Context: an optimization exercise on an open-source flow, tuned for small area. The choices shown serve that exercise and are no tape-out recipe. At most, simulation tests tie the RTL to the original design; equivalence was not proved. Power is estimated from default activity; no workload was simulated.

// alog_top
module alog_top (rstn, clk, buffer_2, buffer_3, reff, head_flag, dout, weight_2_in_0);
input rstn, clk, head_flag;
input [13:0] buffer_2, buffer_3, reff;
output [31:0] weight_2_in_0;
output reg [13:0] dout;
wire [13:0] d_2, d_3;
reg [11:0] counter, counter_pre;
reg [5:0] curr_state, next_state;
reg stop_state, stb_state, adap_filter_state, weight_cal_state, shift_data_state;
always @(posedge clk or negedge rstn)
    if (rstn == 0)
        {stb_state, shift_data_state, weight_cal_state, adap_filter_state, stop_state} <= 5'd0;
    else
        {stb_state, shift_data_state, weight_cal_state, adap_filter_state, stop_state} <= curr_state[4:0];
always @(posedge clk or negedge rstn)
    if (rstn == 0)
        counter_pre <= 12'd0;
    else if (counter_pre == 12'd2128)
        counter_pre <= 12'd0;
    else if (stop_state | stb_state)
        counter_pre <= 12'd0;
    else
        counter_pre <= counter_pre + 12'd1;
always @(posedge clk or negedge rstn)
    if (rstn == 0)
        counter <= 12'd0;
    else
        counter <= counter_pre;
always @(posedge clk or negedge rstn)
    if (rstn == 0)
        curr_state <= 6'd1;
    else
        curr_state <= next_state;
always @(*)
    case (curr_state)
    6'd1    : next_state = head_flag ? 6'd2 : 6'd1;
    6'd2    : next_state = (counter == 12'd2078) ? 6'd4 : 6'd2;
  ...
Size in the first run: ~11000 cells after synthesis, about 4100 flip-flops, roughly 91 I/O pins, roughly 140000 sq um of cells after synthesis.
make LEC_CHECK=0 CAP_MARGIN=20 CORE_MARGIN=2 CORE_UTILIZATION=45 CTS_BUF_LIST='sky130_fd_sc_hd__clkbuf_4 sky130_fd_sc_hd__clkbuf_8' PLACE_DENSITY=0.55 SLEW_MARGIN=20 finish   # period 12.0 ns
run.sh (not shown) runs the stock make flow with config.mk's settings and CLKGATE_MAP_FILE= SYNTH_SCRIPT=/design/flow/synth_recipe.tcl, a recipe that flattens the netlist after the stock synthesis.
Edit:
Settings changed: CTS_BUF_LIST sky130_fd_sc_hd__clkbuf_4 sky130_fd_sc_hd__clkbuf_8 to unset.
After rerunning:
- setup slack is better by 0.018 ns
- synthesized area does not change
- non-clock buffer count goes up by 3
- power rose slightly
- sequential share of layout area barely changes
- routed wire length falls slightly
- via count is lower slightly
- utilization stays flat
- synthesized cell count stays the same
- maximum frequency is about the same
- clock skew is lower by 0.013 ns
No functional check of the RTL was part of any run of this note.

* * *

alog_top, a different RTL version from the one above (not shown whole).
Size: roughly 8900 cells after synthesis, ~91 I/O pins.
Settings: LEC_CHECK=0, CAP_MARGIN=20, CORE_MARGIN=2, CORE_UTILIZATION=60, CTS_CLUSTER_DIAMETER=90, CTS_CLUSTER_SIZE=25, PLACE_DENSITY=0.7, SLEW_MARGIN=20; clock period 12.0 ns.
The starting point completed without violations.
Rerun with:
- CORE_UTILIZATION: 60 -> 65
- CTS_CLUSTER_DIAMETER: 90 -> 80
- CTS_CLUSTER_SIZE: 25 -> 24
- PLACE_DENSITY: 0.7 -> 0.75
Result: Cell area hardly moves. Final cell count is lower by 1.5%. Worst setup slack is better by 51 ps. Global-route usage is higher by 5.7 points. Utilization is higher by 5.7 points. Routed wire length is higher by 12%. Power is higher by 2.1%. Synthesized cell count stays the same. Fmax is higher by 0.49%. Via count is higher by 4.7%. Clock power is higher by 5.7%.
Rerun with:
- CORE_UTILIZATION: 65 -> 60
- PLACE_DENSITY: 0.75 -> 0.7
Worst setup slack got worse by 84 ps.
Via count went down by a few percent.
Total power went down slightly.
Die area goes up by a little under a tenth.
Final cell count grows slightly.
Hold slack barely changes.
Synthesized cell count stays the same.
Rerun with:
- CTS_CLUSTER_DIAMETER: 80 -> 65
- CTS_CLUSTER_SIZE: 24 -> 27
=> Routed wire length decreases by about 0.6%; worst setup slack is better by 77 ps; design area is about the same; worst hold slack is worse by 19 ps; total power increases by about 0.7%; first-iteration DRC count increases by 2.3%; via count hardly moves; clock power increases by about 2%.

* * *

## run 1
Another version of the RTL of alog_top (not shown whole).
Size: ~9000 cells after synthesis, roughly 4100 flip-flops.
==> flow/config.mk <==
export PLATFORM = sky130hd
export DESIGN_NAME = alog_top
export DESIGN_NICKNAME = alog_top
export VERILOG_FILES = /design/flow/design.v
export SDC_FILE = /design/flow/constraint.sdc
export NUM_CORES = 4
export LEC_CHECK = 0
export CAP_MARGIN = 5
export CORE_MARGIN = 2
export CORE_UTILIZATION = 60
export CTS_CLUSTER_DIAMETER = 60
export CTS_CLUSTER_SIZE = 24
export PLACE_DENSITY = 0.7
export SLEW_MARGIN = 5
==> flow/constraint.sdc <==
create_clock -name core_clock -period 12.0 [get_ports {clk}]
set_input_delay 2.4000 -clock core_clock [delete_from_list [all_inputs] [get_ports {clk}]]
set_output_delay 2.4000 -clock core_clock [all_outputs]
set_load 0.01 [all_outputs]
The flow did not stop early for run 1: all stages ran, and the layout cleared the timing, design-rule and antenna checks.
Relative to run 1, the following input files were edited for run 2:
- changing CTS_CLUSTER_DIAMETER from 60 to 50
- changing CTS_CLUSTER_SIZE from 24 to 26
- setting GPL_TIMING_DRIVEN to 0 for the first time
[summary]
- Run 2 completed; timing, DRC and antenna clean
- In run 2 the logic depth of the worst register-to-register path turned out 9.7% lower than in run 1.
- Final-layout non-clock buffer area share was lower in run 1 than in run 2.
- Clock edge transition at the registers on the reported setup and hold paths delta (run 1 -> run 2): insignificant
- In the metrics for run 2 and run 1, the one carrying the higher worst max-slew margin expressed relative to the limit is run 1.
- Setup slack after layout in run 2 is 900 ps below run 1.
- Sort run 2 and run 1 by routed wire length desc -> top: run 2
- Sequential cell count delta (run 1 -> run 2): insignificant
- Going from run 1 to run 2, internal power went up 0.69 mW, fmax went down 7.7%, cell leakage power went up 0.86 nW, final area went up 2300 um^2.
- Run 2 reports its slowest cell on the critical path as sky130_fd_sc_hd__buf_1 while run 1 reports sky130_fd_sc_hd__a21boi_0.
Changes in run 3 relative to run 2:
- CTS_CLUSTER_SIZE now 28, was 26
- SLEW_MARGIN now 20, was 5
- GPL_TIMING_DRIVEN no longer set, was 0
- CTS_CLUSTER_DIAMETER now 45, was 50
- CAP_MARGIN now 20, was 5
Findings:
- Comparing overall fraction of global-route tracks in use for run 3 and run 2, the smaller number came from run 3.
- Run 2 → run 3: summed area of non-filler cells in the final layout higher, clock power higher.
- Going from run 2 to run 3, the first-iteration detailed-routing DRC count was found to have gone down by 465.
- Diff run 2 -> run 3: total power draw grew by about 11%; fraction of area in registers has decreased; final core area utilization rose 1.6 points.

-- afterwards: timing with drivers on the ports --
The flow's constraints put no driver on any port. The routed layouts listed below were extracted and timed again, unchanged, in two steps.
Step 1, drivers: a clkbuf_16 drives clk and a buf_2 each remaining input, both assumed.
Step 2 times the ports against the registers' clock, not the clock port: input delays grow and output delays shrink by t, the midpoint of the rising clock arrivals with the driver on.
Slacks: ideal ports / drivers / drivers and shift; pairs: ideal ports / drivers.
run	t, ns	setup slack, ns	hold WS [ns]	slew at the worst register clock pin (ns)	cell pins on the clock port's net
the first run of note 1	1.230	0.480 / 0.480 / 0.480	0.275 / 0.275 / 0.275	0.08 / 0.08	1
the second run of note 1	1.013	0.498 / 0.498 / 0.498	0.277 / 0.277 / 0.277	0.08 / 0.08	1
the first run of note 2	0.947	1.482 / 1.482 / 1.482	0.269 / 0.269 / 0.269	0.11 / 0.11	1
the second run of note 2	0.974	1.533 / 1.533 / 1.533	0.274 / 0.274 / 0.274	0.13 / 0.13	1
the third run of note 2	0.953	1.449 / 1.449 / 1.449	0.276 / 0.276 / 0.276	0.10 / 0.10	1
the fourth run of note 2	0.945	1.526 / 1.526 / 1.526	0.257 / 0.257 / 0.257	0.11 / 0.11	1
run 1	0.960	1.253 / 1.253 / 1.253	0.281 / 0.281 / 0.281	0.10 / 0.10	1
run 2	0.970	0.358 / 0.358 / 0.358	0.240 / 0.240 / 0.240	0.11 / 0.11	1
run 3	1.012	1.222 / 1.222 / 1.222	0.261 / 0.261 / 0.261	0.10 / 0.10	1
After both steps every run listed still meets setup and hold.
